This is an optimization exercise on Yosys and OpenROAD, whose aim is small area and a short achievable clock period, not a production implementation. No functional check of the RTL was part of this run.

`flow/design.v`:
```
`timescale 1 ns / 1 ps
`timescale 1 ns / 1 ps
module FA(input  x,y,z,
          output c,s);
assign {c,s} = x+y+z;
endmodule
`timescale 1 ns / 1 ps
module CSA(input      [(2*(1 << ($clog2(32))))-1:0] x,y,z,
           output reg [(2*(1 << ($clog2(32))))-1:0] c,s);
wire [(2*(1 << ($clog2(32))))-1:0] c_t,s_t;
generate
	genvar csa_idx;
	for(csa_idx=0; csa_idx<(2*(1 << ($clog2(32)))); csa_idx=csa_idx+1) begin: FA_LOOP
		FA fau(x[csa_idx],y[csa_idx],z[csa_idx],c_t[csa_idx],s_t[csa_idx]);
	end
endgenerate
always @(*) begin: SHIFT_LOOP
	integer i;
	for(i=0; i<((2*(1 << ($clog2(32))))-1); i=i+1) begin
		c[i+1] = c_t[i];
		s[i]   = s_t[i];
	end
	c[0]                = 1'b0;
	s[(2*(1 << ($clog2(32))))-1] = s_t[(2*(1 << ($clog2(32))))-1];
end
endmodule
`timescale 1 ns / 1 ps
module intMult(input clk,reset,
			   input [32-1:0] A,B,
			   output reg[(2*32)-1:0] C);
(* use_dsp = "yes" *) reg [(2*(1 << ($clog2(32))))-1:0] output_dsp [(1 << (($clog2((1 << ($clog2(32))))) - 4))*(1 << (($clog2((1 << ($clog2(32))))) - 4))-1:0];
wire[(2*(1 << ($clog2(32))))-1:0] op_reg     [((((1 << ($clog2(32))) > 16) ? ((1 << (($clog2((1 << ($clog2(32))))) - 4))*(1 << (($clog2((1 << ($clog2(32))))) - 4))-2) : 0)*3+2)-1:0];
reg [15:0] first_index_dsp  [(1 << (($clog2((1 << ($clog2(32))))) - 4))-1:0];
reg [15:0] second_index_dsp [(1 << (($clog2((1 << ($clog2(32))))) - 4))-1:0];
wire[(2*(1 << ($clog2(32))))-1:0] csa_out_c;
wire[(2*(1 << ($clog2(32))))-1:0] csa_out_s;
reg [(2*(1 << ($clog2(32))))-1:0] C_out;
reg [(2*(1 << ($clog2(32))))-1:0] S_out;
genvar i_gen_loop,m_gen_loop;
generate
  for(i_gen_loop=0; i_gen_loop < (1 << (($clog2((1 << ($clog2(32))))) - 4)); i_gen_loop=i_gen_loop+1)
  begin
	always @(*) begin
	   first_index_dsp [i_gen_loop] = (A >> (i_gen_loop*16));
	   second_index_dsp[i_gen_loop] = (B >> (i_gen_loop*16));
	end
  end
endgenerate
genvar i_loop;
genvar m_loop;
generate
  for(i_loop=0; i_loop < (1 << (($clog2((1 << ($clog2(32))))) - 4)); i_loop=i_loop+1)
  begin
		for(m_loop=0; m_loop < (1 << (($clog2((1 << ($clog2(32))))) - 4)); m_loop=m_loop+1)
		begin
always @(posedge clk or posedge reset)
begin
			if(reset)
				output_dsp[(i_loop*(1 << (($clog2((1 << ($clog2(32))))) - 4)))+m_loop][(2*(1 << ($clog2(32))))-1:0] <= 0;
			else
				output_dsp[(i_loop*(1 << (($clog2((1 << ($clog2(32))))) - 4)))+m_loop][(2*(1 << ($clog2(32))))-1:0] <= (first_index_dsp[i_loop][15:0] * second_index_dsp[m_loop][15:0])<<((i_loop+m_loop)*16);
		end
  end
end
endgenerate
generate
	genvar m;
	for(m=0; m<((1 << (($clog2((1 << ($clog2(32))))) - 4))*(1 << (($clog2((1 << ($clog2(32))))) - 4))); m=m+1) begin: DUMMY
        assign op_reg[m] = output_dsp[m];
    end
endgenerate
generate
	genvar k;
	for(k=0; k<((((1 << ($clog2(32))) > 16) ? ((1 << (($clog2((1 << ($clog2(32))))) - 4))*(1 << (($clog2((1 << ($clog2(32))))) - 4))-2) : 0)); k=k+1) begin: CSA_LOOP
		CSA csau(op_reg[3*k+0],op_reg[3*k+1],op_reg[3*k+2],op_reg[((1 << (($clog2((1 << ($clog2(32))))) - 4))*(1 << (($clog2((1 << ($clog2(32))))) - 4)))+2*k+0],op_reg[((1 << (($clog2((1 << ($clog2(32))))) - 4))*(1 << (($clog2((1 << ($clog2(32))))) - 4)))+2*k+1]);
	end
endgenerate
always @(posedge clk or posedge reset) begin
	if(reset) begin
		C_out <= 0;
		S_out <= 0;
	end
	else begin
		C_out <= ((1 << ($clog2(32))) > 16) ? op_reg[((((1 << ($clog2(32))) > 16) ? ((1 << (($clog2((1 << ($clog2(32))))) - 4))*(1 << (($clog2((1 << ($clog2(32))))) - 4))-2) : 0)*3+2)-1] : op_reg[0];
		S_out <= ((1 << ($clog2(32))) > 16) ? op_reg[((((1 << ($clog2(32))) > 16) ? ((1 << (($clog2((1 << ($clog2(32))))) - 4))*(1 << (($clog2((1 << ($clog2(32))))) - 4))-2) : 0)*3+2)-2] : op_reg[0];
	end
end
always @(posedge clk or posedge reset) begin
	if(reset)
		C <= 0;
	else
		C <= ((1 << ($clog2(32))) > 16) ? (C_out + S_out) : S_out;
end
endmodule
`timescale 1 ns / 1 ps
module ModRed_sub #(parameter CURR_DATA = 64, NEXT_DATA = 55)
                  (input                                     clk,reset,
				   input     [32-1:0]  qH,
				   input     [CURR_DATA-1:0]                 T1,
				   output reg[NEXT_DATA-1:0]                 C);
reg [(((($clog2(512)))+1))-1:0]             T2L;
reg [(((($clog2(512)))+1))-1:0]             T2;
reg [(CURR_DATA - ((($clog2(512)))+1))-1:0] T2H;
reg                             CARRY;
(* use_dsp = "yes" *) reg [(32 * 2) - 1:0]      MULT;
always @(*) begin
	T2L = T1[(((($clog2(512)))+1))-1:0];
    T2  = (-T2L);
end
always @(posedge clk or posedge reset) begin
    if(reset) begin
        T2H   <= 0;
        CARRY <= 0;
        MULT  <= 0;
    end
    else begin
        T2H   <= (T1 >> (((($clog2(512)))+1)));
        CARRY <= (T2L[((($clog2(512)))+1)-1] | T2[((($clog2(512)))+1)-1]);
        MULT  <= qH * T2;
    end
end
always @(posedge clk or posedge reset) begin
    if(reset) begin
        C <= 0;
    end
    else begin
        C <= (MULT+T2H)+CARRY;
    end
end
endmodule
`timescale 1 ns / 1 ps
module ModRed (input                               clk,reset,
			   input      [32-1:0]     q,
			   input      [(2*32)-1:0] P,
			   output reg [32-1:0]     C);
wire [(2*32)-1:0] C_reg [((32 > ((($clog2(512)))+1)) ? ((32 > (((($clog2(512)))+1) * 2)) ? ((32 > (((($clog2(512)))+1) * 3)) ? ((32 > (((($clog2(512)))+1) * 4)) ? ((32 > (((($clog2(512)))+1) * 5)) ? ((32 > (((($clog2(512)))+1) * 6)) ? ((32 > (((($clog2(512)))+1) * 7)) ? 8 : 7) : 6) : 5) : 4) : 3) : 2) : 1):0];
assign C_reg[0][(2*32)-1:0] = P[(2*32)-1:0];
genvar i_gen_loop;
generate
  for(i_gen_loop=0; i_gen_loop < (((32 > ((($clog2(512)))+1)) ? ((32 > (((($clog2(512)))+1) * 2)) ? ((32 > (((($clog2(512)))+1) * 3)) ? ((32 > (((($clog2(512)))+1) * 4)) ? ((32 > (((($clog2(512)))+1) * 5)) ? ((32 > (((($clog2(512)))+1) * 6)) ? ((32 > (((($clog2(512)))+1) * 7)) ? 8 : 7) : 6) : 5) : 4) : 3) : 2) : 1)-1); i_gen_loop=i_gen_loop+1)
  begin
		ModRed_sub        #(.CURR_DATA((2*32)-(i_gen_loop  )*(((($clog2(512)))+1)-1)),
						 .NEXT_DATA((2*32)-(i_gen_loop+1)*(((($clog2(512)))+1)-1)))
		           mrs  (.clk(clk),
						 .reset(reset),
						 .qH(q[32-1:((($clog2(512)))+1)]),
						 .T1(C_reg[i_gen_loop]  [((2*32)-(i_gen_loop)  *(((($clog2(512)))+1)-1))-1:0]),
						 .C (C_reg[i_gen_loop+1][((2*32)-(i_gen_loop+1)*(((($clog2(512)))+1)-1))-1:0]));
  end
endgenerate
ModRed_sub        #(.CURR_DATA((2*32)-(((32 > ((($clog2(512)))+1)) ? ((32 > (((($clog2(512)))+1) * 2)) ? ((32 > (((($clog2(512)))+1) * 3)) ? ((32 > (((($clog2(512)))+1) * 4)) ? ((32 > (((($clog2(512)))+1) * 5)) ? ((32 > (((($clog2(512)))+1) * 6)) ? ((32 > (((($clog2(512)))+1) * 7)) ? 8 : 7) : 6) : 5) : 4) : 3) : 2) : 1)-1)*(((($clog2(512)))+1)-1)),
				 .NEXT_DATA(32+2))
		   mrsl (.clk(clk),
				 .reset(reset),
				 .qH(q[32-1:((($clog2(512)))+1)]),
				 .T1(C_reg[((32 > ((($clog2(512)))+1)) ? ((32 > (((($clog2(512)))+1) * 2)) ? ((32 > (((($clog2(512)))+1) * 3)) ? ((32 > (((($clog2(512)))+1) * 4)) ? ((32 > (((($clog2(512)))+1) * 5)) ? ((32 > (((($clog2(512)))+1) * 6)) ? ((32 > (((($clog2(512)))+1) * 7)) ? 8 : 7) : 6) : 5) : 4) : 3) : 2) : 1)-1][((2*32)-(((32 > ((($clog2(512)))+1)) ? ((32 > (((($clog2(512)))+1) * 2)) ? ((32 > (((($clog2(512)))+1) * 3)) ? ((32 > (((($clog2(512)))+1) * 4)) ? ((32 > (((($clog2(512)))+1) * 5)) ? ((32 > (((($clog2(512)))+1) * 6)) ? ((32 > (((($clog2(512)))+1) * 7)) ? 8 : 7) : 6) : 5) : 4) : 3) : 2) : 1)-1)*(((($clog2(512)))+1)-1))-1:0]),
				 .C (C_reg[((32 > ((($clog2(512)))+1)) ? ((32 > (((($clog2(512)))+1) * 2)) ? ((32 > (((($clog2(512)))+1) * 3)) ? ((32 > (((($clog2(512)))+1) * 4)) ? ((32 > (((($clog2(512)))+1) * 5)) ? ((32 > (((($clog2(512)))+1) * 6)) ? ((32 > (((($clog2(512)))+1) * 7)) ? 8 : 7) : 6) : 5) : 4) : 3) : 2) : 1)  ][(32+2)-1:0]));
wire [32+1:0] C_ext;
wire [32+1:0] C_temp;
assign C_ext  = C_reg[((32 > ((($clog2(512)))+1)) ? ((32 > (((($clog2(512)))+1) * 2)) ? ((32 > (((($clog2(512)))+1) * 3)) ? ((32 > (((($clog2(512)))+1) * 4)) ? ((32 > (((($clog2(512)))+1) * 5)) ? ((32 > (((($clog2(512)))+1) * 6)) ? ((32 > (((($clog2(512)))+1) * 7)) ? 8 : 7) : 6) : 5) : 4) : 3) : 2) : 1)][(32+2)-1:0];
assign C_temp = C_ext - q;
always @(posedge clk or posedge reset)
begin
	if(reset) begin
		C <= 0;
	end
	else begin
		if (C_temp[32+1])
			C <= C_ext;
		else
			C <= C_temp[32-1:0];
	end
end
endmodule
`timescale 1 ns / 1 ps
module ModMult (input clk,reset,
               input [32-1:0] A,B,
               input [32-1:0] q,
               output[32-1:0] C);
wire [(2*32)-1:0] P;
intMult im(clk,reset,A,B,P);
ModRed  mr(clk,reset,q,P,C);
endmodule
`timescale 1 ns / 1 ps
module ShiftReg #(parameter SHIFT = 1, DATA=32)
   (input         clk,reset,
    input  [DATA-1:0] data_in,
    output [DATA-1:0] data_out);
reg [DATA-1:0] shift_array [SHIFT-1:0];
always @(posedge clk or posedge reset) begin
    if(reset)
        shift_array[0] <= 0;
    else
        shift_array[0] <= data_in;
end
genvar shft;
generate
    for(shft=0; shft < SHIFT-1; shft=shft+1) begin: DELAY_BLOCK
        always @(posedge clk or posedge reset) begin
            if(reset)
                shift_array[shft+1] <= 0;
            else
                shift_array[shft+1] <= shift_array[shft];
        end
    end
endgenerate
assign data_out = shift_array[SHIFT-1];
endmodule
`timescale 1 ns / 1 ps
module NTT2(input 					        clk,reset,
			input      [32-1:0] q,
            input      [32-1:0] NTTin0,NTTin1,
			input      [32-1:0] MULin,
			output reg [32-1:0] ADDout,SUBout,
			output reg [32-1:0] NTToutEVEN,NTToutODD);
wire        [32  :0] madd;
wire signed [32+1:0] madd_q;
wire        [32-1:0] madd_res;
assign madd     = NTTin0 + NTTin1;
assign madd_q   = madd - q;
assign madd_res = (madd_q[32+1] == 1'b0) ? madd_q[32-1:0] : madd[32-1:0];
wire        [32  :0] msub;
wire signed [32+1:0] msub_q;
wire        [32-1:0] msub_res;
assign msub     = NTTin0 - NTTin1;
assign msub_q   = msub + q;
assign msub_res = (msub[32] == 1'b0) ? msub[32-1:0] : msub_q[32-1:0];
reg [32-1:0] MULin0,MULin1;
reg [32-1:0] ADDreg;
always @(posedge clk) begin
	if(reset) begin
		MULin0 <= 0;
		MULin1 <= 0;
		ADDreg <= 0;
	end
	else begin
		MULin0 <= MULin;
		MULin1 <= msub_res;
		ADDreg <= madd_res;
	end
end
wire [32-1:0] MODout;
ModMult mm(clk,reset,MULin0,MULin1,q,MODout);
wire [32-1:0] ADDreg_next;
ShiftReg #(.SHIFT(3 + ((((32 > ((($clog2(512)))+1)) ? ((32 > (((($clog2(512)))+1) * 2)) ? ((32 > (((($clog2(512)))+1) * 3)) ? ((32 > (((($clog2(512)))+1) * 4)) ? ((32 > (((($clog2(512)))+1) * 5)) ? ((32 > (((($clog2(512)))+1) * 6)) ? ((32 > (((($clog2(512)))+1) * 7)) ? 8 : 7) : 6) : 5) : 4) : 3) : 2) : 1))*2 + 1)),.DATA(32)) unit00(clk,reset,ADDreg,ADDreg_next);
always @(*) begin
    ADDout = ADDreg_next;
    SUBout = MODout;
    NTToutEVEN = ADDreg_next;
end
always @(posedge clk) begin
	if(reset) begin
		NTToutODD <= 0;
	end
	else begin
		NTToutODD <= SUBout;
	end
end
endmodule
```
`flow/run.sh`:
```
#!/bin/bash
# synth_recipe.tcl (not shown) runs the flow's synth.tcl, then flattens the netlist and writes it again
# the make line also repeats each setting of config.mk as NAME=value (left out here)
make -C /OpenROAD-flow-scripts/flow DESIGN_CONFIG=/design/flow/config.mk WORK_HOME=/design/flow/orfs CLKGATE_MAP_FILE= SYNTH_SCRIPT=/design/flow/synth_recipe.tcl finish
```
`flow/config.mk`:
```
export PLATFORM = sky130hd
export DESIGN_NAME = NTT2
export DESIGN_NICKNAME = NTT2
export VERILOG_FILES = /design/flow/design.v
export SDC_FILE = /design/flow/constraint.sdc
export NUM_CORES = 4
export LEC_CHECK = 0
export CAP_MARGIN = 20
export CORE_MARGIN = 2
export CORE_UTILIZATION = 40
export SLEW_MARGIN = 20
```
`flow/constraint.sdc`:
```
create_clock -name core_clock -period 8.0 [get_ports {clk}]
set_input_delay 1.6000 -clock core_clock [delete_from_list [all_inputs] [get_ports {clk}]]
set_output_delay 1.6000 -clock core_clock [all_outputs]
set_load 0.01 [all_outputs]
```
==> parameters.txt <==
Parameter                              Value

Timing
  Crit share post-route    95.0%
  Worst Skew    0.0839 ns
  Worst slew margin relative to its limit    11.5%
  Final total negative setup slack    0 ns
  Unrepaired setup endpoints after global routing    false
  Setup-failing EPs final    0
  Worst Setup Slack, final    0.402 ns
  Final number of hold-violating endpoints    0
  Period minus WS final    7.60 ns
  Number of pins with negative max-slew slack in the final report    0
  Transition time at the pin with the least slew margin    1.31 ns
  Fmax    132 MHz

Synth
  Number of distinct library cells after synthesis    106
  Top flip-flop cell by instance count after synthesis    sky130_fd_sc_hd__dfrtp_1
  Proportion of synthesized chip area in sequential cells    28.2%
  Syn Nets    13900
  Per-instance average area after synthesis    10.0 um2
  Post-synth EDFFs    0
  Share of async-settable or async-resettable flops after synthesis    90.1%
  Cells after synthesis    11300
  Post-synthesis cell area    0.113 mm2
  Yosys warns    16
  Register bit count reported by yosys    1298

Clock tree
  Clock latency on the worst-skew pair    0.82 ns
  CTS Hold Bufs    0
  Number of CTS-inserted buffers    152
  Maximum buffer depth of the clock tree    4
  Total number of clock tree sinks    1298
  Clock tree from TritonCTS    yes
  Root buffer cell    sky130_fd_sc_hd__clkbuf_16
  Clock slew at the register clock pins of the worst setup and hold paths    0.06 ns
  Number of levels in the clock H-tree    4
  Post-CTS setup buffer count    0

Critical path
  Launching element of the worst setup path    MULin0[6]$_SDFF_PP0_
  Data arrival time of the critical path    8.22 ns
  Largest fanout on the critical path    13
  Reg2reg setup slack    0.40 ns
  Crit Reg-Reg Endpoint    mm.im.output_dsp[0][29]$_DFF_PP0_
  Crit path launch type    flip-flop
  Slowest stage cell on the critical path    sky130_fd_sc_hd__dfxtp_1
  Reg2reg path depth    24
  CP cell instances    nand2_1 -> fa_1 -> inv_1 -> fa_1 -> inv_1 -> fa_1 -> fa_1 -> inv_1 -> fa_1 -> inv_1 -> fa_1 -> inv_1 -> ha_1 -> a21oi_1 -> nor2b_1 -> or4_1 -> o221a_2 -> a31oi_1 -> a211oi_1 -> o311a_1 -> o31a_1 -> o21a_1 -> nor2_1 -> xnor2_1
  Critical Path RT    8.62 ns
  Worst setup EP type    flip-flop
  Crit path largest cell delay    0.90 ns
  RR Startpoint    MULin0[6]$_SDFF_PP0_
  Kind of critical path    reg -> reg
  CP dominant cell by count    sky130_fd_sc_hd__fa_1

Final layout
  Commonest non-fill, non-tap cells in the layout    1894 x sky130_fd_sc_hd__inv_1, 1453 x sky130_fd_sc_hd__fa_1, 1352 x sky130_fd_sc_hd__nand2_1
  Most frequent standard cell in the layout excluding fill and tap cells    sky130_fd_sc_hd__inv_1
  Total Nets Final    14200
  Finished Core Util    45.0%
  Layout cell share with drive strength beyond 1    6.09%
  Layout Area Growth over Synthesis    11.8%
  Largest register FFs    384
  Fill cells    26300

Place
  Port buffer count    257
  Setup WS pre-CTS    0.0543 ns
  Final weighted congestion in routability-driven placement    0.908
  DP Wirelength    253000 um

Drt
  Total iterations of the first detailed-routing run    6
  Number of design-rule violations left by the first detailed-router iteration    4961
  Antenna violation net count after detailed routing    0
  DR WL/cell    20.8 um
  DRC errors left    0
  Wirelength, routed    320000 um
  Mean number of vias per cell    5.11
  Count of vias placed by the detailed router    78700

Die
  Starting density of the core    40.3%
  Core Area    0.280 mm2
  Number of core rows    194
  Top Ports    258
  Width of the chip    535 um
  Die outline area    0.286 mm2
  Height of the chip    535 um

Global route
  Number of global-route vias before repair    85200
  Largest net degree at the start of global routing    171
  Global route total overflow    0
  Global-route wire length before repair    498000 um
  Antenna violations before repair    32
  Combined global-route utilization of all metal layers    22.7%

Worst hold path
  Worst hold stages    0
  Sink of the worst hold path    unit00.shift_array[0][19]$_DFF_PP0_
  Beginning of the worst hold path    ADDreg[19]$_SDFF_PP0_
  Path category of the worst min-delay check    reg -> reg

Flow run
  MaxCap Viol Count    0

Run status
  Status    finished clean
## layout make-up
cell class / instances / area (um2) / share of cell area, %
Multi-Input combinational cell: 7603 / 71900 / 57.0
Sequential cell: 1298 / 31900 / 25.3
Inverter: 1899 / 7130 / 5.66
Timing Repair Buffer: 582 / 5280 / 4.19
Tap cell: 3724 / 4660 / 3.70
Clock buffer: 201 / 4260 / 3.38
Clock inverter: 69 / 896 / 0.711
Antenna cell: 18 / 45.0 / 0.0358
## metal layers
| metal | GRT usage [%] | wire (um) | vias up |
|---|---|---|---|
| li1 | - | - | 35600 |
| met1 | 29.8 | 136000 | 40000 |
| met2 | 37.0 | 149000 | 2467 |
| met3 | 3.82 | 20300 | 560 |
| met4 | 9.33 | 14300 | 16 |
| met5 | 0 | 107 | - |
## logic make-up (layout without fill, tap and decap cells)
family | Yosys count | count (layout) | share of synthesized area (%)
flip-flops | 1298 | 1298 | 28.2
XOR/XNOR | 585 | 585 | 4.56
buffers and inverters | 2352 | 2751 | 8.03
adder cells (fa/ha/maj) | 2490 | 2490 | 37.3
other | 1 | 19 | 0.00333
AND/OR/NAND/NOR | 3160 | 3160 | 13.6
AO/OA/AOI/OAI | 1311 | 1311 | 7.74
multiplexers | 56 | 56 | 0.524
## worst max-delay path by stage
stage                     slack (ns)                                      end
after floorplan               -12.94                    MULin1[23]$_SDFF_PP0_
after global placement          0.06  mm.mr.genblk1[0].mrs.MULT[31]$_DFF_PP0_
after detailed placement        0.05  mm.mr.genblk1[0].mrs.MULT[29]$_DFF_PP0_
after CTS                       0.27        mm.im.output_dsp[1][47]$_DFF_PP0_
after global routing          0.0009  mm.mr.genblk1[1].mrs.MULT[30]$_DFF_PP0_
final                           0.40        mm.im.output_dsp[0][29]$_DFF_PP0_
## worst max-delay path, delay by kind of cell, from the launching register on
kind,cells,cell delay (ns)
adder cells (fa/ha/maj),7,3.35
AO/OA/AOI/OAI,7,1.92
flip-flops,1,0.90
AND/OR/NAND/NOR,4,0.80
XOR/XNOR,1,0.26
buffers and inverters,5,0.25
## cells in the mapped netlist, types with 10 or more instances
| cell | n | area share (%) |
|---|---|---|
| sky130_fd_sc_hd__a211o_1 | 17 | 0.13 |
| sky130_fd_sc_hd__dfrtp_1 | 1170 | 26 |
| sky130_fd_sc_hd__nand4_1 | 30 | 0.17 |
| sky130_fd_sc_hd__or4_1 | 13 | 0.087 |
| sky130_fd_sc_hd__or2_2 | 28 | 0.16 |
| sky130_fd_sc_hd__o211ai_1 | 21 | 0.14 |
| sky130_fd_sc_hd__nand2b_1 | 62 | 0.34 |
| sky130_fd_sc_hd__clkbuf_1 | 394 | 1.3 |
| sky130_fd_sc_hd__and4_1 | 18 | 0.14 |
| sky130_fd_sc_hd__and3_1 | 56 | 0.31 |
| sky130_fd_sc_hd__or3_1 | 25 | 0.14 |
| sky130_fd_sc_hd__a211oi_1 | 43 | 0.29 |
| sky130_fd_sc_hd__nor2b_1 | 123 | 0.68 |
| sky130_fd_sc_hd__o21bai_1 | 84 | 0.56 |
| sky130_fd_sc_hd__a31o_2 | 12 | 0.093 |
| sky130_fd_sc_hd__buf_2 | 10 | 0.044 |
| sky130_fd_sc_hd__o21a_1 | 75 | 0.50 |
| sky130_fd_sc_hd__a31oi_1 | 42 | 0.23 |
| sky130_fd_sc_hd__nor2_1 | 394 | 1.3 |
| sky130_fd_sc_hd__ha_1 | 1037 | 12 |
| sky130_fd_sc_hd__xnor2_1 | 433 | 3.4 |
| sky130_fd_sc_hd__nor3_1 | 95 | 0.42 |
| sky130_fd_sc_hd__a21o_1 | 223 | 1.5 |
| sky130_fd_sc_hd__nand2_1 | 1352 | 4.5 |
| sky130_fd_sc_hd__mux2_2 | 18 | 0.18 |
| sky130_fd_sc_hd__buf_4 | 35 | 0.23 |
| sky130_fd_sc_hd__nand3_1 | 106 | 0.47 |
| sky130_fd_sc_hd__fa_1 | 1453 | 26 |
| sky130_fd_sc_hd__mux2i_1 | 32 | 0.28 |
| sky130_fd_sc_hd__o41ai_1 | 13 | 0.10 |
| sky130_fd_sc_hd__and2_1 | 799 | 4.4 |
| sky130_fd_sc_hd__dfxtp_1 | 128 | 2.3 |
| sky130_fd_sc_hd__xor2_1 | 150 | 1.2 |
| sky130_fd_sc_hd__buf_6 | 10 | 0.10 |
| sky130_fd_sc_hd__a21boi_0 | 19 | 0.13 |
| sky130_fd_sc_hd__o21ai_0 | 174 | 0.77 |
| sky130_fd_sc_hd__a21oi_1 | 412 | 1.8 |
| sky130_fd_sc_hd__inv_1 | 1895 | 6.3 |
| sky130_fd_sc_hd__nor4_1 | 17 | 0.094 |
| sky130_fd_sc_hd__a41oi_1 | 12 | 0.093 |
| sky130_fd_sc_hd__o31a_1 | 17 | 0.13 |
| sky130_fd_sc_hd__o31ai_1 | 15 | 0.10 |
## stage by stage
stage / hold WS [ns] / instance area (um2) / cells
floorplan: 0.316 / 113000 / 11300
global placement: 0.319 / 121000 / 15100
detailed placement: 0.320 / 121000 / 15100
CTS: 0.267 / 126000 / 15400
global route: 0.264 / 126000 / 15400
finish: 0.284 / 126000 / 15400
## repair_timing
action                                  4_1_cts  5_1_grt
resized for setup                             0        4
endpoints found under the setup margin        0        6
endpoints found under the hold margin         0        0

-- afterwards: timing with drivers on the ports --
The results above use ideal ports. As a check the final layout listed here was re-extracted and re-timed, cells and wires unchanged.
Step 1 assumes that a clkbuf_16 drives the clock port and a buf_2 every other input.
Step 2 moves the port delays by t, midway between the first and last clock arrival at a register: inputs arrive t later, outputs are due t later. That takes back most of the time a late clock gives input paths.
Three values: no drivers, after step 1, after step 2; two values: the first two.
t (ns): 0.897
slack for setup (ns): 0.402 / 0.402 / -0.029
worst setup path at the end: input to register
cell pins on the clock port's net: 1
Met with ideal ports but missed after step 2: setup timing in this run. The setup slack of this run moves by 0.000 ns with the drivers and by -0.431 ns with both steps.
